What follows belongs to an exercise in optimizing a design on an open flow for small area; a production flow would make more cautious choices. The RTL was checked by simulation tests, not by an equivalence proof against the original design. No activity file was given, so power comes from the tool's default toggle rates.

**flow/constraint.sdc**
```tcl
create_clock -name core_clock -period 20.0 [get_ports {clk50}]
set_input_delay 4.0000 -clock core_clock [delete_from_list [all_inputs] [get_ports {clk50}]]
set_output_delay 4.0000 -clock core_clock [all_outputs]
set_load 0.01 [all_outputs]
```
**flow/flow/run.sh**
```bash
#!/bin/bash
# Standard ORFS layout, with the smallest buffer on the ports.
set -e
export BUFFER_PORTS_ARGS="-buffer_cell sky130_fd_sc_hd__buf_1"
bash standard.sh > standard.log 2>&1
```
**flow/standard.sh**
```bash
#!/bin/bash
# synth_recipe.tcl (not shown) runs the flow's synth.tcl, then flattens the netlist and writes it again
# the make line also repeats each setting of config.mk as NAME=value (left out here)
make -C /OpenROAD-flow-scripts/flow DESIGN_CONFIG=/design/flow/config.mk WORK_HOME=/design/flow/orfs CLKGATE_MAP_FILE= SYNTH_SCRIPT=/design/flow/synth_recipe.tcl "${@:-finish}"
```
**flow/config.mk**
```make
export PLATFORM = sky130hd
export DESIGN_NAME = intercepte
export DESIGN_NICKNAME = intercepte
export VERILOG_FILES = /design/flow/design.v
export SDC_FILE = /design/flow/constraint.sdc
export NUM_CORES = 4
export LEC_CHECK = 0
export CAP_MARGIN = 20
export CORE_MARGIN = 2
export CORE_UTILIZATION = 40
export SLEW_MARGIN = 20
```
**flow/design.v**
```verilog
module intercepte
(
input clk50, reset,
input start, pause, fire,
input [NCHV-1:0] ChvCode,
output LEDGameOver,
output LEDPause1, LEDPause2,
output reg [SZGR-1:0] SR_GR,
output reg [SZRD-1:0] SR_RD,
output [6:0] DscM,
output [6:0] DscC,
output [6:0] DscD,
output [6:0] DscU,
output [6:0] DcrD,
output [6:0] DcrU
);
parameter SZRD = 18;
parameter SZGR = 8;
parameter NCHV = 8;
function [6:0] seg7;
	input [3:0] v;
	seg7 = {(~v[3] & ~v[2] & ~v[1]) | (v[2] & v[1] & v[0]),
	        (~v[2] & v[1]) | (~v[3] & ~v[2] & v[0]) | (v[1] & v[0]),
	        (v[2] & ~v[1]) | v[0],
	        (v[2] & ~v[1] & ~v[0]) | (~v[3] & ~v[2] & ~v[1] & v[0]) | (v[2] & v[1] & v[0]),
	        ~v[2] & v[1] & ~v[0],
	        (v[2] & v[1] & ~v[0]) | (v[2] & ~v[1] & v[0]),
	        (~v[3] & ~v[2] & ~v[1] & v[0]) | (v[2] & ~v[1] & ~v[0])};
endfunction
function [6:0] seg7q;
	input h;
	input [2:0] m;
	seg7q = {(~h & ~m[2] & ~m[1]) | (h & m[1] & ~m[0]),
	         (m[1] & ~m[0]) | (~h & m[0]),
	         ~((~h & ~m[2] & ~m[0]) | (h & m[0])),
	         ~((~h & ~m[2] & ~m[0]) | (m[1] & m[0]) | (h & ~m[1])),
	         ~h & m[1] & ~m[0],
	         h & ~m[2] & ~m[1],
	         (~h & ~m[1] & m[0]) | (~h & m[2])};
endfunction
reg [4:0] tx, ty;
wire tick = tx[4] & tx[3];
always @(posedge clk50 or negedge reset)
begin
	if (!reset)
	begin
		tx <= 5'd24;
		ty <= 5'd0;
	end
	else
	begin
		tx <= tick ? 5'd0 : tx + 5'd1;
		if (tick)
			ty <= (ty[4] & ty[1] & ty[0]) ? 5'd0 : ty + 5'd1;
	end
end
wire ev_gr = tick & ty[0];
wire ev_sc = tick & ~ty[0];
wire ev_rd = tick & ty[1] & ~ty[0];
wire ev_1  = tick & (ty[3:0] == 4'b1010);
reg [1:0] es;
always @(posedge clk50 or negedge reset)
	if (!reset)
		es <= 2'b00;
	else
		es <= {es[0], ~(es[0] | es[1])};
reg [6:0] pc;
wire p_idle = pc[6] & pc[5] & pc[4];
wire p_end  = pc[6] & pc[5] & pc[2] & ~pc[0];
wire stb_pause = ~p_idle;
always @(posedge clk50 or negedge reset)
	if (!reset)
		pc <= 7'h7f;
	else if (p_end)
	begin
		if (pause)
			pc <= 7'h7f;
	end
	else if (~p_idle | ~pause)
		pc <= pc + 7'd1;
reg fh;
reg [5:0] fc;
wire f_idle = fc[5] & fc[4] & fc[3];
wire f_end  = fc[5] & fc[4] & fc[1] & ~fc[0];
wire stb_fire = ~fh & ~f_idle;
always @(posedge clk50 or negedge reset)
	if (!reset)
	begin
		fh <= 1'b0;
		fc <= 6'h3f;
	end
	else if (f_end)
	begin
		fc <= 6'h3f;
		fh <= ~fh;
	end
	else if (~f_idle | (fire == fh))
		fc <= fc + 6'd1;
reg [2:0] sD;
reg [3:0] sU;
reg cf;
wire       u_bor = cf & (sU == 4'd0);
wire [3:0] cU = u_bor ? 4'd9 : sU - {3'b0, cf};
wire [2:0] cD = sD - {2'b0, u_bor};
wire cz = (sD == 3'd0) & (sU[3:1] == 3'd0) & (sU[0] == cf);
localparam S_I0 = 3'b000, S_I1 = 3'b001, S_JOG = 3'b011, S_PA = 3'b010,
           S_P1 = 3'b110, S_P2 = 3'b111, S_GO = 3'b101;
reg [2:0] st;
reg run;
always @(posedge clk50 or negedge reset)
	if (!reset)
	begin
		st <= S_I0;
		run <= 1'b0;
	end
	else
	begin
		run <= (st == S_JOG);
		case (st)
			S_I0: st <= start ? S_I0 : S_I1;
			S_I1: st <= S_JOG;
			S_JOG: st <= stb_pause ? S_PA : (cz ? S_GO : S_JOG);
			S_PA: st <= stb_pause ? S_PA : S_P1;
			S_P1: st <= stb_pause ? S_P2 : S_P1;
			S_P2: st <= stb_pause ? S_P2 : S_JOG;
			default: st <= S_GO;
		endcase
	end
assign LEDPause1 = run;
assign LEDPause2 = run;
assign LEDGameOver = st[2] & ~st[1] & ~run;
always @(posedge clk50 or negedge reset)
	if (!reset)
	begin
		sD <= 3'd5;
		sU <= 4'd9;
		cf <= 1'b0;
	end
	else if (ev_1)
	begin
		sD <= cD;
		sU <= cU;
		cf <= run & ~cz;
	end
assign DcrU = seg7(sU);
assign DcrD = seg7({1'b0, sD});
reg [3:0] rc;        
reg inv;
always @(posedge clk50 or negedge reset)
	if (!reset)
	begin
		SR_RD <= 18'b0;
		rc <= 4'd0;
		inv <= 1'b0;
	end
	else if (ev_rd & run)
	begin
		if (rc[3])
		begin
			rc <= 4'd0;
			inv <= ~inv;
		end
		else
		begin
			SR_RD <= {ChvCode[rc[2:0]] ^ inv, SR_RD[17:1]};
			rc <= rc + 4'd1;
		end
	end
always @(posedge clk50 or negedge reset)
	if (!reset)
		SR_GR <= 8'b0;
	else if (ev_gr & run)
		SR_GR <= {SR_GR[6:0], stb_fire};
reg pa, ps;          
wire hit  = SR_GR[7] & SR_RD[0];
wire miss = SR_GR[7] ^ SR_RD[0];
wire apply = es[1] & (tx[2] | tx[1]);
always @(posedge clk50 or negedge reset)
	if (!reset)
	begin
		pa <= 1'b0;
		ps <= 1'b0;
	end
	else
	begin
		pa <= (ev_sc & run & hit) | (pa & ~apply);
		ps <= (ev_sc & run & miss) | (ps & ~apply);
	end
reg [2:0] sq;
reg h3, h2, h1, h0;
reg [2:0] m3, m2, m1, m0;
wire a_c2 = h1;
wire a_c3 = a_c2 & h2 & m2[2];
wire a_cq = a_c3 & h3 & m3[2];
wire b_1 = ~h0;
wire b_2 = b_1 & ~h1 & (m1 == 3'd0);
wire b_3 = b_2 & ~h2 & (m2 == 3'd0);
wire b_q = b_3 & ~h3 & (m3 == 3'd0);
wire a_w = (sq == 3'd3) & m3[1] & h2 & m2[1] &
           (h1 | m1[2] | m1[1] | (m1[0] & h0 & (m0[2] | (m0[1] & m0[0]))));
wire       w_nz = (m0 != 3'd0);
wire       w_c = h0 & w_nz;
reg        w_h1;
reg  [2:0] w_m1;
always @(*)
	case ({w_c, h1, m1})
		5'b0_0_001: {w_h1, w_m1} = {1'b0, 3'd2};
		5'b0_0_010: {w_h1, w_m1} = {1'b0, 3'd3};
		5'b0_0_011: {w_h1, w_m1} = {1'b0, 3'd4};
		5'b0_0_100: {w_h1, w_m1} = {1'b1, 3'd0};
		5'b0_1_000: {w_h1, w_m1} = {1'b1, 3'd1};
		5'b0_1_001: {w_h1, w_m1} = {1'b1, 3'd2};
		5'b1_0_001: {w_h1, w_m1} = {1'b0, 3'd3};
		5'b1_0_010: {w_h1, w_m1} = {1'b0, 3'd4};
		5'b1_0_011: {w_h1, w_m1} = {1'b1, 3'd0};
		5'b1_0_100: {w_h1, w_m1} = {1'b1, 3'd1};
		5'b1_1_000: {w_h1, w_m1} = {1'b1, 3'd2};
		default:    {w_h1, w_m1} = {1'b1, 3'd3};
	endcase
wire m_w = (sq == 3'd4) & ~m3[2] & ~m3[0] & ~h2 & ~m2[2] & ~m2[0] & ~h1 & ~m1[2] &
           (~h0 | (~m0[2] & ~m0[1]));
always @(posedge clk50 or negedge reset)
	if (!reset)
	begin
		sq <= 3'd0;
		{h3, h2, h1, h0} <= 4'b0;
		{m3, m2, m1, m0} <= 12'b0;
	end
	else if (apply & pa)
	begin
		if (a_w)
		begin
			sq <= 3'd4;
			h3 <= 1'b1; m3 <= 3'd2;
			h2 <= 1'b0; m2 <= 3'd2;
			h1 <= w_h1; m1 <= w_m1;
			h0 <= h0 ^ w_nz;
			m0 <= w_nz ? m0 - 3'd1 : 3'd4;
		end
		else
		begin
			h1 <= ~h1;
			if (a_c2)
			begin
				m2 <= m2[2] ? 3'd0 : m2 + 3'd1;
				if (m2[2]) h2 <= ~h2;
			end
			if (a_c3)
			begin
				m3 <= m3[2] ? 3'd0 : m3 + 3'd1;
				if (m3[2]) h3 <= ~h3;
			end
			if (a_cq) sq <= sq + 3'd1;
		end
	end
	else if (apply & ps)
	begin
		if (m_w)
		begin
			sq <= 3'd3;
			h3 <= 1'b0; m3 <= 3'd2;
			h2 <= 1'b1; m2 <= 3'd2;
			h1 <= 1'b1; m1 <= 3'd1;
			m0 <= m0[2] ? 3'd0 : m0 + 3'd1;
			if (m0[2]) h0 <= 1'b1;
		end
		else
		begin
			h0 <= ~h0;
			if (b_1)
			begin
				m1 <= (m1 == 3'd0) ? 3'd4 : m1 - 3'd1;
				if (m1 == 3'd0) h1 <= ~h1;
			end
			if (b_2)
			begin
				m2 <= (m2 == 3'd0) ? 3'd4 : m2 - 3'd1;
				if (m2 == 3'd0) h2 <= ~h2;
			end
			if (b_3)
			begin
				m3 <= (m3 == 3'd0) ? 3'd4 : m3 - 3'd1;
				if (m3 == 3'd0) h3 <= ~h3;
			end
			if (b_q) sq <= sq - 3'd1;
		end
	end
wire inr = (sq == 3'd0);
wire big = ~sq[2] & ~inr;
assign DscM = seg7q(inr ? h3 : big, inr ? m3 : {big, 2'b0});
assign DscC = seg7q(inr ? h2 : big, inr ? m2 : {big, 2'b0});
assign DscD = seg7q(inr ? h1 : big, inr ? m1 : {big, 2'b0});
assign DscU = seg7q(inr ? h0 : big, inr ? m0 : {big, 2'b0});
endmodule
```
==> results of run 1 <==
## cell type report
type                            count  area [µm²]  area share [%]
Multi-Input combinational cell    409        2950            47.8
Sequential cell                    90        2280            37.0
Timing Repair Buffer               84         327            5.30
Clock buffer                       10         229            3.72
Tap cell                          176         220            3.58
Inverter                           29         109            1.77
Clock inverter                      6        51.3           0.833
## logic make-up after synthesis
family	after synthesis	synth area share, %
AOI/OAI and AO/OA	149	18.2
xor gates and xnor gates	17	2.70
adders and majority gates	32	7.27
buffers and inverters	60	5.16
DFF	90	41.3
muxes	44	9.25
and+or+nand+nor	167	16.0
## report_power, final
part	internal, mW	switching (mW)	leakage, nW	total [mW]
sequential	0.194	0.00810	1.17	0.202
clock	0.0861	0.0756	0.128	0.162
combinational	0.0131	0.0154	1.46	0.0286
## layout by cell type, fill, tap and decap left out, drive strengths merged, types with 5 or more instances in the layout
| cell type | count |
|---|---|
| ha | 32 |
| nand4 | 8 |
| nor3 | 20 |
| inv | 32 |
| o21ai | 33 |
| nand2b | 6 |
| a22o | 5 |
| o211ai | 6 |
| nand3 | 15 |
| nand2 | 48 |
| xnor2 | 11 |
| a21oi | 40 |
| o32ai | 5 |
| o31ai | 6 |
| mux2i | 10 |
| a31oi | 8 |
| nor2 | 38 |
| a21o | 7 |
| and3 | 7 |
| buf | 83 |
| mux2 | 32 |
| dfrtp | 71 |
| clkbuf | 11 |
| xor2 | 6 |
| dfstp | 19 |
## metal layers
metal  vias up  GRT usage [%]
li1       2167              -
met1      2121           22.7
met2       119           26.2
met3        14           4.23
met4         0           4.89
met5         -              0
## worst max-delay path by stage
stage | startpoint | end | depth (start not counted) | slack [ns]
final | sq[0] | DscM[3] | 5 | 13.64
after global routing | sq[0] | DscM[3] | 5 | 13.43
after CTS | sq[0] | DscM[3] | 5 | 13.61
after detailed placement | sq[0] | DscM[3] | 5 | 13.98
after global placement | sq[0] | DscC[3] | 5 | 14.12
after floorplan | sq[0] | DscC[3] | 6 | 14.31
## sequential cells by signal, summed over array words and instances, names as in the netlist, 4 cells and up
name,count
SR_RD,18
SR_GR,8
pc,7
fc,6
tx,5
ty,5
rc,4
sU,4
## metrics by stage
| stage | hold slack, ns | utilization (%) | instances |
|---|---|---|---|
| after floorplan | 0.355 | - | 559 |
| after CTS | 0.381 | 46.1 | 804 |
| after detailed placement | 0.372 | 44.0 | 788 |
| final | 0.380 | 46.1 | 804 |
| after global routing | 0.384 | 46.1 | 804 |
| after global placement | 0.363 | 44.0 | 788 |
==> flow_summary.yaml, run 1 <==
detailed_routing:
  highest_layer: "met4"
  drc: 0
  routed-wl-met2_um: 5260
  drt_pass1_iterations: 4
  dr_total_vias: 4421
  ant_nets: 0
  vias_per_cell: 5.50
  wl_met3_um: 633
  wl_met1_um: 5560
  routedWlPerCell_um: 14.4
  drt-total-wl_um: 11600
  drt-initial-drc-count: 320
synthesis:
  yosys.cell_types.count: 73
  synth.cell_area_um2: 5510
  synthFlopType: "dfrtp_1"
  yosysSeqAreaShare_pct: 41.3
  synth_edf_count: 0
  postSynthAreaPerCell_um2: 9.85
  ys_warn_count: 1
  synth_common_cells: "71 x dfrtp_1, 47 x nand2_1, 39 x a21oi_1, 35 x nor2_1, 32 x ha_1"
  synth.top_cell.area_share_pct: 32.3
  synth_fp_nets: 604
  synth_cells: 559
  post-synth-top-area-cell: "dfrtp_1"
  synthTopCellsByArea: "dfrtp_1 32%, dfstp_2 9.1%, ha_1 7.3%"
  ys_async_sr_fraction_pct: 100
  ys_seq_elements: 90
  synth_most_common_cell: "dfrtp_1"
setup_path:
  cp-end-kind: "primary output"
  start_kind: "register"
  path_class: "reg2out"
  worstPathMaxFanout: 20
  cp_top_family: "compound AO/OA/AOI/OAI gates"
  critical-path-max-stage-delay_ns: 0.53
  r2r-start: "m1[1]"
  reg2reg_depth: 8
  worst-path-buf-inv: 2
  critPathArrivalTime_ns: 2.36
  worst_path_max_delay_cell: "a2111oi_0"
  regToRegEndpoint: "h3"
  ff2ff_setup_slack_ns: 17.30
  crit_path_cell_trace: "inv_1 -> ha_1 -> nand2_1 -> a2111oi_0 -> buf_1"
  crit_required_ns: 16.00
pwr:
  powerDensity_nw_per_um2: 63.8
  total_power_uw: 393
  ir_drop_uv: 53.8
  p_leak_nw: 2.76
die:
  die-area_um2: 14700
  die_x_um: 121
  die_height_um: 121
  start_util_pct: 41.2
  coreArea_um2: 13300
  rows: 42
  ioPinCount: 84
timing:
  max_freq_ghz: 0.157
  setup_ws_ns: 13.64
  period_share_pct: 31.8
  setup_violations: 0
  relSlewSlack_pct: 43.0
  finClkSkew_ns: 0.0103
  rsz0062_at_grt: "no"
  finalHoldViolCount: 0
  finalMaxSlewViolations: 0
  tns_ns: 0
  period_needed_ns: 6.36
  worst_pin_slew_ns: 0.843
clocking:
  cts_made_buffers: 9
  cts_tree: "yes"
  path_clk_slew_ns: 0.06
  cts_resized: 0
  ctsRootBufferMaster: "clkbuf_16"
  clockBufferDepth: 2
  clock_latency_ns: 0.35
  cts_sinks: 90
  ctsHtreeMaxLevel: 3
  cts_setup_buffers: 0
  hold_buffers: 0
place:
  gp_congestion: 0.848
  placedInstanceArea_um2: 5870
  pre_cts_ws_ns: 13.98
  portBuffers: 83
  hpwl_um: 8210
layout:
  fillers: 1296
  antenna_cells: 0
  synthToLayoutAreaGrowth_pct: 11.8
  nets: 668
  design_area_um2: 6160
  drive_above_1_share_pct: 13.9
run:
  maxCapViolCount: 0
worst_hold_path:
  holdPathEnd: "es[1]"
  hold_path_depth: 0
  hp-class: "reg2reg"
  min_from: "es[0]"
grt:
  grt_pass1_vias: 4194
  grt_overflow: 0
  grt_first_pass_wirelength_um: 20000
  grt_max_degree: 82
  grt.total_usage_pct: 16.6
  antenna_found_initial: 0
status:
  status: "no timing/DRC/antenna violations"
==> run 2, diff against run 1 <==
==> flow/flow/run.sh (replaced) <==
#!/bin/bash
# ORFS layout through the standard.sh, with:
#  - synthesis: ORFS's script without the full-adder extraction and with an area-oriented
#    ABC script (registers are untouched: same passes, flattening and names);
#  - the smallest buffer (buf_1) on the ports.
set -euo pipefail
here=$(pwd)
export ADDER_MAP_FILE=
export AREA_ABC_SCRIPT=$here/flow/area.abc
export BUFFER_PORTS_ARGS="-buffer_cell sky130_fd_sc_hd__buf_1"
bash standard.sh SYNTH_SCRIPT=$here/flow/synth.tcl synth > synth.log 2>&1
bash standard.sh SYNTH_SCRIPT=$here/flow/synth.tcl finish > layout.log 2>&1
==> flow/flow/area.abc (new file) <==
strash
ifraig
dc2
strash
dch -f
map -a
topo
==> flow/flow/synth.tcl (new file) <==
# ORFS synthesis as synth_recipe.tcl runs it (no fsm/share passes, flattened, function nets
# renamed), with an area-oriented ABC script in place of ORFS's.
proc synth {args} { yosys synth -nofsm -noshare {*}$args }
proc abc {args} {
  set i [lsearch $args -script]
  if {$i >= 0} { lset args [expr {$i + 1}] $::env(AREA_ABC_SCRIPT) }
  yosys abc {*}$args
}
source $::env(SCRIPTS_DIR)/synth.tcl
# left out here: clear keep_hierarchy, flatten, clean up, hide names made inside functions, write 1_2_yosys.v
==> run 2 against run 1 <==
Total power rose by 22%. Hold slack got worse by 0.0028 ns. Global-route usage rose by 1.0 points. Critical path type unchanged. Largest power group unchanged.
==> flow_summary.yaml, run 2 <==
status:
  status: "no timing/DRC/antenna violations"
synthesis:
  ys_warn_count: 1
  synth-compound-area-share_pct: 15.5
  yosysSeqAreaShare_pct: 48.3
  yosys.cell_types.count: 30
  synthMuxAreaShare_pct: 0
  synth_cells: 634
  ys_async_sr_fraction_pct: 100
  synthTopCellsByArea: "dfrtp_1 38%, nand2_1 11%, dfstp_2 11%"
  synth_common_cells: "139 x nand2_1, 115 x nor2_1, 87 x clkinv_1, 71 x dfrtp_1, 56 x o21ai_0"
  synth_top_family_by_area: "simple AND/OR/NAND/NOR gates"
  synth_edf_count: 0
  synth_fp_nets: 647
  synth.cell_area_um2: 4710
  ys_seq_elements: 90
  synth_xor_xnor_area_share_pct: 2.04
  post-synth-top-area-cell: "dfrtp_1"
  postSynthAreaPerCell_um2: 7.44
  synthAdderAreaFrac_pct: 0
  synth.top_cell.area_share_pct: 37.7
  synth-simple-area-share_pct: 27.1
  synthFlopType: "dfrtp_1"
  synth_most_common_cell: "nand2_1"
grt:
  grt_pass1_vias: 4129
  grt.total_usage_pct: 17.7
  grt_first_pass_wirelength_um: 18700
  grt_max_degree: 78
  antenna_found_initial: 0
  grt_overflow: 0
layout:
  largest_register_ffs: 18
  antenna_cells: 0
  seq_area_um2: 2280
  design_area_um2: 5540
  nets: 742
  drive_above_1_share_pct: 5.59
  multiInputGateArea_um2: 2110
  fillers: 1128
  synthToLayoutAreaGrowth_pct: 17.5
  top_regs: "SR_RD (18), SR_GR (8), pc (7)"
  layout_common_cells: "139 x nand2_1, 115 x nor2_1, 87 x clkinv_1"
  final_common_cell: "nand2_1"
  top_register: "SR_RD"
timing:
  period_share_pct: 34.5
  whs_ns: 0.377
  finClkSkew_ns: 0.00513
  setup_violations: 0
  rsz0062_at_grt: "no"
  worst_pin_slew_ns: 0.963
  finalHoldViolCount: 0
  finalMaxSlewViolations: 0
  tns_ns: 0
  max_freq_ghz: 0.145
  period_needed_ns: 6.89
  relSlewSlack_pct: 35.8
pwr:
  ir_drop_uv: 65.1
  powerDensity_nw_per_um2: 86.4
  total_power_uw: 479
  p_leak_nw: 2.52
clocking:
  hold_buffers: 0
  path_clk_slew_ns: 0.06
  cts_sinks: 90
  cts_tree: "yes"
  clock_latency_ns: 0.33
  cts_resized: 0
  ctsRootBufferMaster: "clkbuf_16"
  cts_setup_buffers: 0
  cts_made_buffers: 9
  clockBufferDepth: 2
  ctsHtreeMaxLevel: 3
die:
  start_util_pct: 41.1
  die_x_um: 113
  die-area_um2: 12700
  die_height_um: 113
  rows: 39
  coreArea_um2: 11500
  ioPinCount: 84
setup_path:
  worst_path_max_delay_cell: "nor2_1"
  start_kind: "register"
  crit_required_ns: 16.00
  crit_path_frequent_cell: "nor2_1"
  cp_top_family: "simple AND/OR/NAND/NOR gates"
  worstPathMaxFanout: 11
  path_class: "reg2out"
  critPathArrivalTime_ns: 2.89
  worst-path-buf-inv: 3
  cp-end-kind: "primary output"
  crit_path_cell_trace: "nor2_1 -> clkinv_1 -> nor2_1 -> clkinv_1 -> nor2_1 -> nand2_1 -> o22ai_1 -> buf_1"
  critical-path-max-stage-delay_ns: 0.56
detailed_routing:
  drc: 0
  drt-total-wl_um: 10700
  vias_per_cell: 5.06
  ant_nets: 0
  routedWlPerCell_um: 12.2
  drt_pass1_iterations: 4
  dr_total_vias: 4441
  drt-initial-drc-count: 270
place:
  placedInstanceArea_um2: 5220
  gp_congestion: 0.892
  portBuffers: 83
  hpwl_um: 7880
run:
  maxCapViolCount: 0
worst_hold_path:
  hp-class: "reg2reg"
==> run 2: cell count changes in the layout (fill, tap and decap cells not counted), sizes merged, moves of 11 or more <==
| cell | before | now |
|---|---|---|
| mux2 | 32 | 0 |
| inv | 32 | 0 |
| nor2 | 38 | 115 |
| nand2 | 48 | 139 |
| ha | 32 | 0 |
| o21ai | 33 | 56 |
| clkinv | 0 | 89 |
| nand3 | 15 | 26 |
==> run 2: power by group <==
part,total [mW],switching (mW),internal (mW)
logic,0.0774,0.0496,0.0279
registers,0.221,0.0128,0.208
clock network,0.180,0.0680,0.112
total,0.479,0.130,0.348
==> run 2: layout make-up <==
type	count	share of cell area [%]
sequential	90	41.1
multi-input combinational	456	38.0
timing repair buffer	85	5.96
inverter	87	5.90
clock inverter	5	1.40
tap	143	3.23
clock buffer	11	4.38
==> run 2: worst register-to-register path: cells and delay by family, from the launching register on <==
| family | cells | cell delay, ns |
|---|---|---|
| AOI/OAI and AO/OA | 2 | 0.78 |
| xor gates and xnor gates | 1 | 0.18 |
| buffers and inverters | 1 | 0.23 |
| DFF | 1 | 0.47 |
| and+or+nand+nor | 5 | 1.51 |
==> run 2: final timing paths <==
check | to | cells past startpoint | start | slack (ns)
max in group asynchronous | h3 | 2 | reset | 15.26
setup / recovery | DscD[6] | 8 | sq[0] | 13.11
hold / removal | es[1] | 0 | es[0] | 0.38
hold reg to reg | es[1] | 0 | es[0] | 0.38
setup reg to reg | sq[2] | 9 | h1 | 16.73
min in group asynchronous | m0[1] | 1 | reset | 3.53
==> run 2: routing by layer <==
layer | routed length [µm] | global-route usage [%] | vias up | part of all wire [%]
met5 | 0 | 0 | - | 0
met3 | 434 | 2.48 | 14 | 4.1
li1 | - | - | 2285 | -
met4 | 185 | 6.91 | 0 | 1.7
met1 | 5170 | 24.2 | 2039 | 48
met2 | 4890 | 28.5 | 103 | 46
==> run 2: cells by family (layout without fill, tap and decap cells) <==
group | Yosys count | after routing
and+or+nand+nor | 313 | 313
AOI/OAI and AO/OA | 132 | 132
DFF | 90 | 90
buffers and inverters | 88 | 188
xor gates and xnor gates | 11 | 11
==> run 2: metrics by stage <==
step	util [%]	setup WS [ns]	cells
after floorplan	-	14.00	634
after global placement	45.5	13.64	861
after detailed placement	45.5	13.50	861
after CTS	48.3	13.13	877
after global routing	48.3	12.76	877
final	48.3	13.11	877
==> run 3, diff against run 2 <==
--- a/flow/flow/run.sh
+++ b/flow/flow/run.sh
@@ -8,5 +8,6 @@
 export ADDER_MAP_FILE=
 export AREA_ABC_SCRIPT=$here/flow/area.abc
 export BUFFER_PORTS_ARGS="-buffer_cell sky130_fd_sc_hd__buf_1"
+export CTS_ARGS="-sink_clustering_enable -repair_clock_nets -buf_list sky130_fd_sc_hd__clkbuf_8 -dont_use_dummy_load"
 bash standard.sh SYNTH_SCRIPT=$here/flow/synth.tcl synth > synth.log 2>&1
 bash standard.sh SYNTH_SCRIPT=$here/flow/synth.tcl finish > layout.log 2>&1
==> run 3 against run 2 <==
Still clean on timing, DRC and antenna. Count of clock-buffer cells in the layout fell by 2. Critical path depth unchanged. Flip-flop and latch count is the same. First-iteration DRC count shrank 7.4%.
==> flow_summary.yaml, run 3 <==
die:
  rows: 39
  die-area_um2: 12700
  coreArea_um2: 11500
  die_x_um: 113
  die_height_um: 113
  start_util_pct: 41.1
  ioPinCount: 84
detailed_routing:
  drt-total-wl_um: 10600
  drt_pass1_iterations: 5
  drc: 0
  drt-initial-drc-count: 250
  routedWlPerCell_um: 12.2
  dr_total_vias: 4412
  vias_per_cell: 5.07
  ant_nets: 0
worst_hold_path:
  hp-class: "reg2reg"
timing:
  worst_pin_slew_ns: 0.972
  tns_ns: 0
  setup_violations: 0
  relSlewSlack_pct: 35.2
  period_needed_ns: 6.89
  rsz0062_at_grt: "no"
  finalHoldViolCount: 0
  finalMaxSlewViolations: 0
  finClkSkew_ns: 0.0152
  period_share_pct: 34.5
  max_freq_ghz: 0.145
setup_path:
  cp-end-kind: "primary output"
  cp_top_family: "simple AND/OR/NAND/NOR gates"
  critical-path-max-stage-delay_ns: 0.56
  crit_path_frequent_cell: "nor2_1"
  path_class: "reg2out"
  crit_required_ns: 16.00
  crit_path_cell_trace: "nor2_1 -> clkinv_1 -> nor2_1 -> clkinv_1 -> nor2_1 -> nand2_1 -> o22ai_1 -> buf_1"
  worst-path-buf-inv: 3
  critPathArrivalTime_ns: 2.89
  worstPathMaxFanout: 11
  worst_path_max_delay_cell: "nor2_1"
  start_kind: "register"
synthesis:
  ys_warn_count: 1
  yosys.cell_types.count: 30
  synth_edf_count: 0
  synth_most_common_cell: "nand2_1"
  synthFlopType: "dfrtp_1"
  ys_seq_elements: 90
  yosysSeqAreaShare_pct: 48.3
  post-synth-top-area-cell: "dfrtp_1"
  ys_async_sr_fraction_pct: 100
  synth_common_cells: "139 x nand2_1, 115 x nor2_1, 87 x clkinv_1, 71 x dfrtp_1, 56 x o21ai_0"
  synthTopCellsByArea: "dfrtp_1 38%, nand2_1 11%, dfstp_2 11%"
  synth_cells: 634
  synth.cell_area_um2: 4710
  postSynthAreaPerCell_um2: 7.44
  synth.top_cell.area_share_pct: 37.7
  synth_fp_nets: 647
clocking:
  cts_resized: 0
  path_clk_slew_ns: 0.07
  cts_made_buffers: 9
  clockBufferDepth: 2
  ctsHtreeMaxLevel: 3
  cts_tree: "yes"
  cts_sinks: 90
  ctsRootBufferMaster: "clkbuf_8"
  hold_buffers: 0
  clock_latency_ns: 0.34
  cts_setup_buffers: 0
pwr:
  p_int_uw: 276
  combPwrFrac_pct: 19.7
  seqPwrFrac_pct: 56.2
  powerDensity_nw_per_um2: 73.5
  switching_share_pct: 29.7
  pwr-share-clk_pct: 24.1
  ir_drop_uv: 59.6
  switchingPower_uw: 117
  p_leak_nw: 2.43
layout:
  final_common_cell: "nand2_1"
  drive_above_1_share_pct: 4.81
  synthToLayoutAreaGrowth_pct: 13.3
  nets: 742
  top_regs: "SR_RD (18), SR_GR (8), pc (7)"
  top_register: "SR_RD"
  antenna_cells: 0
  largest_register_ffs: 18
  layout_common_cells: "139 x nand2_1, 115 x nor2_1, 87 x clkinv_1"
  stdcell_count: 870
grt:
  grt_max_degree: 78
  antenna_found_initial: 0
  grt_pass1_vias: 4103
  grt_first_pass_wirelength_um: 18600
  grt.total_usage_pct: 17.5
  grt_overflow: 0
place:
  gp_congestion: 0.892
  dp.cells: 861
  hpwl_um: 7880
  portBuffers: 83
run:
  maxCapViolCount: 0
status:
  status: "no timing/DRC/antenna violations"
## run 3: per-layer routing
metal,vias to the layer above,part of all wire [%],global-route usage [%]
li1,2267,-,-
met1,2029,48,24.2
met2,103,46,28.3
met3,13,4.1,2.65
met4,0,1.4,5.93
met5,-,0,0
## run 3: final timing paths
path | cells after the start | start | endpoint | slack, ns
max in group asynchronous | 2 | reset | rc[0] | 15.25
worst max-delay path | 8 | sq[0] | DscD[6] | 13.11
min in group asynchronous | 1 | reset | m0[1] | 3.52
worst max register to register | 9 | h1 | sq[2] | 16.73
worst min register to register | 0 | es[0] | es[1] | 0.38
worst min-delay path | 0 | es[0] | es[1] | 0.38
## run 3: logic make-up (layout without fill, tap and decap cells)
family	after synthesis	in the layout	synth area share, %
compound gates	132	132	15.5
xor+xnor	11	11	2.04
buf+inv	88	181	7.09
flops	90	90	48.3
simple gates	313	313	27.1
## run 3: final cells by class
cell class | count | area (µm²)
fill | 1158 | 6130
multi-input combinational | 456 | 2110
inverter | 87 | 327
timing repair buffer | 85 | 330
tap | 143 | 179
clock buffer | 9 | 124
sequential | 90 | 2280
## run 3: through the flow
stage	util [%]	worst slack [ns]	power, mW	hold WS [ns]	cell area [µm²]
2_1_floorplan	-	14.00	0.283	0.355	4710
3_3_place_gp	45.5	13.64	0.300	0.363	5220
3_5_place_dp	45.5	13.50	0.303	0.372	5220
4_1_cts	46.6	13.11	0.399	0.383	5340
5_1_grt	46.6	12.74	0.423	0.406	5340
6_report	46.6	13.11	0.393	0.380	5340
## run 3: power groups by stage
stage / clock network [mW] / logic [mW] / registers, mW
6_report: 0.0946 / 0.0775 / 0.221
5_1_grt: 0.106 / 0.0934 / 0.223
4_1_cts: 0.0993 / 0.0793 / 0.220
3_5_place_dp: 0 / 0.0791 / 0.223
3_3_place_gp: 0 / 0.0767 / 0.223
2_1_floorplan: 0 / 0.0618 / 0.221
==> run 4, diff against run 3 <==
--- a/flow/flow/run.sh
+++ b/flow/flow/run.sh
@@ -2,7 +2,8 @@
 # ORFS layout through the standard.sh, with:
 #  - synthesis: ORFS's script without the full-adder extraction and with an area-oriented
 #    ABC script (registers are untouched: same passes, flattening and names);
-#  - the smallest buffer (buf_1) on the ports.
+#  - the smallest buffer (buf_1) on the ports;
+#  - a clock tree of clkbuf_8 without dummy loads.
 set -euo pipefail
 here=$(pwd)
 export ADDER_MAP_FILE=
==> flow/flow/area.abc (replaced) <==
&get -n
&st
&deepsyn -T 60
&put
strash
dch -f
if -K 4 -a
mfs2 -a
strash
dch -f
amap
topo
==> run 4 against run 3 <==
Combinational power fell by 17%. Routed wire length fell by 4.3%. Die area decreased by 6.4%.
==> flow_summary.yaml, run 4 <==
pwr:
  switchingPower_uw: 108
  p_leak_nw: 2.11
  p_int_uw: 277
  powerDensity_nw_per_um2: 76.7
  ir_drop_uv: 55.2
  switching_share_pct: 28.0
  combPwrFrac_pct: 16.8
  pwr-share-clk_pct: 24.8
  seqPwrFrac_pct: 58.4
die:
  rows: 38
  die_x_um: 109
  die-area_um2: 11900
  start_util_pct: 40.8
  die_height_um: 109
  coreArea_um2: 10800
  ioPinCount: 84
clocking:
  hold_buffers: 0
  cts_made_buffers: 9
  clockBufferDepth: 2
  path_clk_slew_ns: 0.08
  cts_tree: "yes"
  ctsHtreeMaxLevel: 3
  ctsRootBufferMaster: "clkbuf_8"
  cts_setup_buffers: 0
  cts_resized: 0
  clock_latency_ns: 0.35
  cts_sinks: 90
synthesis:
  synth_edf_count: 0
  synthTopCellsByArea: "dfrtp_1 40%, dfstp_2 11%, nor2_1 8.4%"
  synthFlopType: "dfrtp_1"
  post-synth-top-area-cell: "dfrtp_1"
  postSynthAreaPerCell_um2: 8.70
  synth.top_cell.area_share_pct: 40.4
  ys_seq_elements: 90
  synth_fp_nets: 519
  yosysSeqAreaShare_pct: 51.7
  ys_warn_count: 1
  synth_most_common_cell: "nor2_1"
  synth_cells: 506
  yosys.cell_types.count: 38
  synth.cell_area_um2: 4400
  synth_common_cells: "98 x nor2_1, 76 x clkinv_1, 71 x dfrtp_1, 36 x o21ai_0, 35 x nand2_1"
  ys_async_sr_fraction_pct: 100
layout:
  top_regs: "SR_RD (18), SR_GR (8), pc (7)"
  antenna_cells: 0
  top_register: "SR_RD"
  final_common_cell: "nor2_1"
  synthToLayoutAreaGrowth_pct: 14.0
  largest_register_ffs: 18
  layout_common_cells: "97 x nor2_1, 82 x buf_1, 76 x clkinv_1"
  drive_above_1_share_pct: 5.18
  nets: 613
  fillers: 1082
setup_path:
  crit_path_cell_trace: "nor2_1 -> clkinv_1 -> nor2_1 -> clkinv_1 -> o32ai_1 -> buf_1"
  critical-path-max-stage-delay_ns: 0.42
  path_class: "reg2out"
  critPathArrivalTime_ns: 2.64
  crit_required_ns: 16.00
  worstPathMaxFanout: 14
  worst_path_max_delay_cell: "dfrtp_1"
  start_kind: "register"
  cp-end-kind: "primary output"
place:
  hpwl_um: 7550
  gp_congestion: 0.892
  pre_cts_ws_ns: 13.76
  portBuffers: 83
detailed_routing:
  dr_total_vias: 3957
  drt-initial-drc-count: 267
  drt-total-wl_um: 10100
  routedWlPerCell_um: 13.7
  drc: 0
  drt_pass1_iterations: 4
  vias_per_cell: 5.36
  ant_nets: 0
timing:
  setup_violations: 0
  finClkSkew_ns: 0.0274
  worst_pin_slew_ns: 0.957
  finalHoldViolCount: 0
  finalMaxSlewViolations: 0
  whs_ns: 0.382
  period_share_pct: 33.2
  tns_ns: 0
  period_needed_ns: 6.64
  relSlewSlack_pct: 34.5
  max_freq_ghz: 0.151
  setup_ws_ns: 13.36
  rsz0062_at_grt: "no"
status:
  status: "no timing/DRC/antenna violations"
run:
  maxCapViolCount: 0
worst_hold_path:
  hp-class: "reg2reg"
grt:
  grt_pass1_vias: 3710
  grt_max_degree: 61
  antenna_found_initial: 0
  grt_overflow: 0
  grt_first_pass_wirelength_um: 17100
  grt.total_usage_pct: 18.1
-- run 4: area by class of cell --
type                       instances  area [µm²]  area share [%]
clock buffer                       9         124            2.47
multi-input combinational        339        1830            36.6
timing repair buffer              84         323            6.43
tap                              140         175            3.49
inverter                          76         285            5.69
sequential                        90        2280            45.4
-- run 4: per-stage QoR --
stage	cells	power (mW)	instance area [µm²]	utilization (%)
final	738	0.385	5020	46.5
after global routing	738	0.412	5020	46.5
after CTS	738	0.392	5020	46.5
after detailed placement	729	0.294	4890	45.3
after global placement	729	0.290	4890	45.3
after floorplan	506	0.276	4400	-
-- run 4: path summary, 6_finish.rpt --
check | start | to | slack [ns] | cells after the start
max | sq[0] | DscC[0] | 13.36 | 6
min | es[0] | es[1] | 0.38 | 0
min in group asynchronous | reset | SR_RD[16] | 3.59 | 1
max reg2reg | m0[0] | sq[2] | 15.13 | 20
max in group asynchronous | reset | m0[2] | 15.29 | 2
min reg2reg | es[0] | es[1] | 0.38 | 0
-- run 4: power by group through the flow --
stage / clock network [mW] / logic [mW] / registers (mW)
final: 0.0954 / 0.0644 / 0.225
after floorplan: 0 / 0.0505 / 0.225
after global placement: 0 / 0.0623 / 0.227
after CTS: 0.101 / 0.0660 / 0.225
after global routing: 0.107 / 0.0763 / 0.228
after detailed placement: 0 / 0.0661 / 0.228
-- run 4: per-layer routing --
metal | share of wire (%) | wire length [µm] | global-route usage (%)
met2 | 46 | 4690 | 29.0
met4 | 1.4 | 144 | 6.59
met3 | 6.3 | 642 | 4.06
met5 | 0 | 0 | 0
met1 | 46 | 4640 | 24.1
-- run 4: cell families (layout without fill, tap and decap cells) --
group | Yosys count | in the layout | synth area share [%]
XOR/XNOR | 1 | 1 | 0.199
AO/OA/AOI/OAI | 161 | 161 | 24.6
AND/OR/NAND/NOR | 177 | 177 | 16.9
flip-flops | 90 | 90 | 51.7
buffers and inverters | 77 | 169 | 6.65
-- run 4: critical path, delay by kind of cell, from the launching register on --
kind	cells	cell delay, ns
compound gates	1	0.41
buf+inv	3	0.87
flops	1	0.42
simple gates	2	0.62
==> run 5, diff against run 4 <==
==> flow/flow/run.sh (replaced) <==
#!/bin/bash
# ORFS layout through the standard.sh, with:
#  - synthesis: ORFS's script without the full-adder extraction and with an area-oriented
#    ABC script (registers are untouched: same passes, flattening and names);
#  - the smallest buffer (buf_1) on the ports.
set -euo pipefail
here=$(pwd)
export ADDER_MAP_FILE=
export AREA_ABC_SCRIPT=$here/flow/area.abc
export BUFFER_PORTS_ARGS="-buffer_cell sky130_fd_sc_hd__buf_1"
export CTS_ARGS="-sink_clustering_enable -repair_clock_nets -buf_list {sky130_fd_sc_hd__clkbuf_2 sky130_fd_sc_hd__clkbuf_4 sky130_fd_sc_hd__clkbuf_8} -dont_use_dummy_load"
bash standard.sh SYNTH_SCRIPT=$here/flow/synth.tcl synth > synth.log 2>&1
bash standard.sh SYNTH_SCRIPT=$here/flow/synth.tcl finish > layout.log 2>&1
==> flow/flow/area.abc (replaced) <==
strash
ifraig
dc2
strash
dch -f
map -a
topo
==> run 5 against run 4 <==
Cell count rose by 18%. Critical path depth rose by 2. Design area rose by 6.5%. Sequential share of layout area fell by 2.8 points. Combinational power rose by about 20%. Via count rose by 11%. Routed wire length rose by 4.5%. Largest cell class unchanged.
==> flow_summary.yaml, run 5 <==
layout:
  design_area_um2: 5340
  synthToLayoutAreaGrowth_pct: 13.3
  largest_register_ffs: 18
  drive_above_1_share_pct: 4.81
  top_register: "SR_RD"
  antenna_cells: 0
  layout_common_cells: "139 x nand2_1, 115 x nor2_1, 87 x clkinv_1"
  final_common_cell: "nand2_1"
  nets: 742
  top_regs: "SR_RD (18), SR_GR (8), pc (7)"
setup_path:
  reg2reg_depth: 9
  worst_path_max_delay_cell: "nor2_1"
  crit_required_ns: 16.00
  crit_path_cell_trace: "nor2_1 -> clkinv_1 -> nor2_1 -> clkinv_1 -> nor2_1 -> nand2_1 -> o22ai_1 -> buf_1"
  critPathArrivalTime_ns: 2.89
  ff2ff_setup_slack_ns: 16.73
  crit_path_start: "sq[0]"
  start_kind: "register"
  worst-path-buf-inv: 3
  crit_path_frequent_cell: "nor2_1"
  cp_top_family: "simple AND/OR/NAND/NOR gates"
  worstPathMaxFanout: 11
  worstSetupEndpoint: "DscD[6]"
  cp-end-kind: "primary output"
  r2r-start: "h1"
  path_depth: 8
  critical-path-max-stage-delay_ns: 0.56
  path_class: "reg2out"
  regToRegEndpoint: "sq[2]"
synthesis:
  postSynthAreaPerCell_um2: 7.44
  yosysSeqAreaShare_pct: 48.3
  synth_most_common_cell: "nand2_1"
  ys_seq_elements: 90
  yosys.cell_types.count: 30
  ys_async_sr_fraction_pct: 100
  synth.top_cell.area_share_pct: 37.7
  synth_cells: 634
  ys_warn_count: 1
  synthFlopType: "dfrtp_1"
  synth_fp_nets: 647
  synth_edf_count: 0
  synth.cell_area_um2: 4710
  post-synth-top-area-cell: "dfrtp_1"
  synthTopCellsByArea: "dfrtp_1 38%, nand2_1 11%, dfstp_2 11%"
  synth_common_cells: "139 x nand2_1, 115 x nor2_1, 87 x clkinv_1, 71 x dfrtp_1, 56 x o21ai_0"
die:
  start_util_pct: 41.1
  ioPinCount: 84
  rows: 39
  die-area_um2: 12700
  die_x_um: 113
  die_height_um: 113
  coreArea_um2: 11500
detailed_routing:
  drc: 0
  dr_total_vias: 4412
  routedWlPerCell_um: 12.2
  drt_pass1_iterations: 5
  ant_nets: 0
  drt-total-wl_um: 10600
  vias_per_cell: 5.07
  drt-initial-drc-count: 250
pwr:
  switchingPower_uw: 117
  pwr-share-clk_pct: 24.1
  total_power_uw: 393
  switching_share_pct: 29.7
  p_int_uw: 276
  ir_drop_uv: 59.6
  combPwrFrac_pct: 19.7
  p_leak_nw: 2.43
  powerDensity_nw_per_um2: 73.5
  seqPwrFrac_pct: 56.2
status:
  status: "no timing/DRC/antenna violations"
clocking:
  clockBufferDepth: 2
  cts_resized: 0
  ctsHtreeMaxLevel: 3
  cts_setup_buffers: 0
  path_clk_slew_ns: 0.07
  cts_tree: "yes"
  hold_buffers: 0
  ctsRootBufferMaster: "clkbuf_8"
  cts_sinks: 90
  cts_made_buffers: 9
  clock_latency_ns: 0.34
place:
  portBuffers: 83
  gp_congestion: 0.892
  hpwl_um: 7880
  placedInstanceArea_um2: 5220
timing:
  period_needed_ns: 6.89
  finalHoldViolCount: 0
  finClkSkew_ns: 0.0152
  finalMaxSlewViolations: 0
  tns_ns: 0
  setup_violations: 0
  period_share_pct: 34.5
  max_freq_ghz: 0.145
  worst_pin_slew_ns: 0.972
  rsz0062_at_grt: "no"
  relSlewSlack_pct: 35.2
grt:
  grt_first_pass_wirelength_um: 18600
  grt_overflow: 0
  grt.total_usage_pct: 17.5
  antenna_found_initial: 0
  grt_max_degree: 78
  grt_pass1_vias: 4103
run:
  maxCapViolCount: 0
worst_hold_path:
  min_from: "es[0]"
  hp-class: "reg2reg"
[run 5: changes by cell type after synthesis, sizes merged, moves of 9 or more]
cell and change:
a21oi +19, clkinv +11, o21ai +20, nand3 +18, o22a -26, o22ai -9
xor2 +10, nor2 +17, nand2 +104
[run 5: worst min-delay path by stage]
stage | endpoint | slack, ns | cells past startpoint
after detailed placement | es[1] | 0.37 | 0
after CTS | es[1] | 0.38 | 0
after floorplan | es[1] | 0.35 | 0
final | es[1] | 0.38 | 0
after global placement | es[1] | 0.36 | 0
after global routing | es[1] | 0.41 | 0
[run 5: logic make-up after synthesis]
kind of cell / after synthesis / share of synthesized area (%)
XOR/XNOR: 11 / 2.04
AND/OR/NAND/NOR: 313 / 27.1
buffers and inverters: 88 / 7.09
flip-flops: 90 / 48.3
AO/OA/AOI/OAI: 132 / 15.5
[run 5: cell type report]
cell class                 count  area, µm²
fill                        1158       6130
sequential                    90       2280
timing repair buffer          85        330
clock buffer                   9        124
tap                          143        179
multi-input combinational    456       2110
inverter                      87        327
[run 5: stage by stage]
step	hold slack [ns]	cells	util, %	worst slack, ns
2_1_floorplan	0.355	634	-	14.00
6_report	0.380	870	46.6	13.11
3_5_place_dp	0.372	861	45.5	13.50
4_1_cts	0.383	870	46.6	13.11
3_3_place_gp	0.363	861	45.5	13.64
5_1_grt	0.406	870	46.6	12.74
[run 5: metal layers]
| metal | track usage, % | part of all wire (%) | wire (µm) | up-vias |
|---|---|---|---|---|
| met5 | 0 | 0 | 0 | - |
| met4 | 5.93 | 1.4 | 150 | 0 |
| met3 | 2.65 | 4.1 | 438 | 13 |
| met2 | 28.3 | 46 | 4890 | 103 |
| met1 | 24.2 | 48 | 5100 | 2029 |
| li1 | - | - | - | 2267 |
[run 5: power groups by stage]
stage	registers, mW	logic [mW]	clock network [mW]
6_report	0.221	0.0775	0.0946
5_1_grt	0.223	0.0934	0.106
4_1_cts	0.220	0.0793	0.0993
3_5_place_dp	0.223	0.0791	0
3_3_place_gp	0.223	0.0767	0
2_1_floorplan	0.221	0.0618	0

-- separate check: timing with driven ports --
The results above use ideal ports. As a check the final layouts listed here were re-extracted and re-timed, cells and wires unchanged.
Step 1 sets driving cells, clkbuf_16 on the clock port and buf_2 on the other inputs (assumed; they add their load-dependent delay and slew).
Step 2 times the ports against the registers' clock, not the clock port: input delays grow and output delays shrink by t, the midpoint of the rising clock arrivals with the driver on.
Three values: ideal, step 1, step 2; two values: the first two.
run | t, ns | slack for setup (ns) | worst hold slack (ns) | slew at the worst register clock pin (ns) | worst data-port slew with drivers (ns)
run 1 | 0.376 | 13.636 / 13.601 / 13.977 | 0.380 / 0.380 / 0.380 | 0.07 / 0.07 | 0.04
run 2 | 0.366 | 13.107 / 13.071 / 13.437 | 0.377 / 0.377 / 0.377 | 0.06 / 0.06 | 0.03
run 3 | 0.368 | 13.107 / 13.076 / 13.444 | 0.380 / 0.380 / 0.380 | 0.08 / 0.08 | 0.03
run 4 | 0.368 | 13.359 / 13.330 / 13.699 | 0.382 / 0.382 / 0.382 | 0.09 / 0.09 | 0.03
run 5 | 0.368 | 13.107 / 13.076 / 13.444 | 0.380 / 0.380 / 0.380 | 0.08 / 0.08 | 0.03
After both steps setup and hold are still met in every run listed.
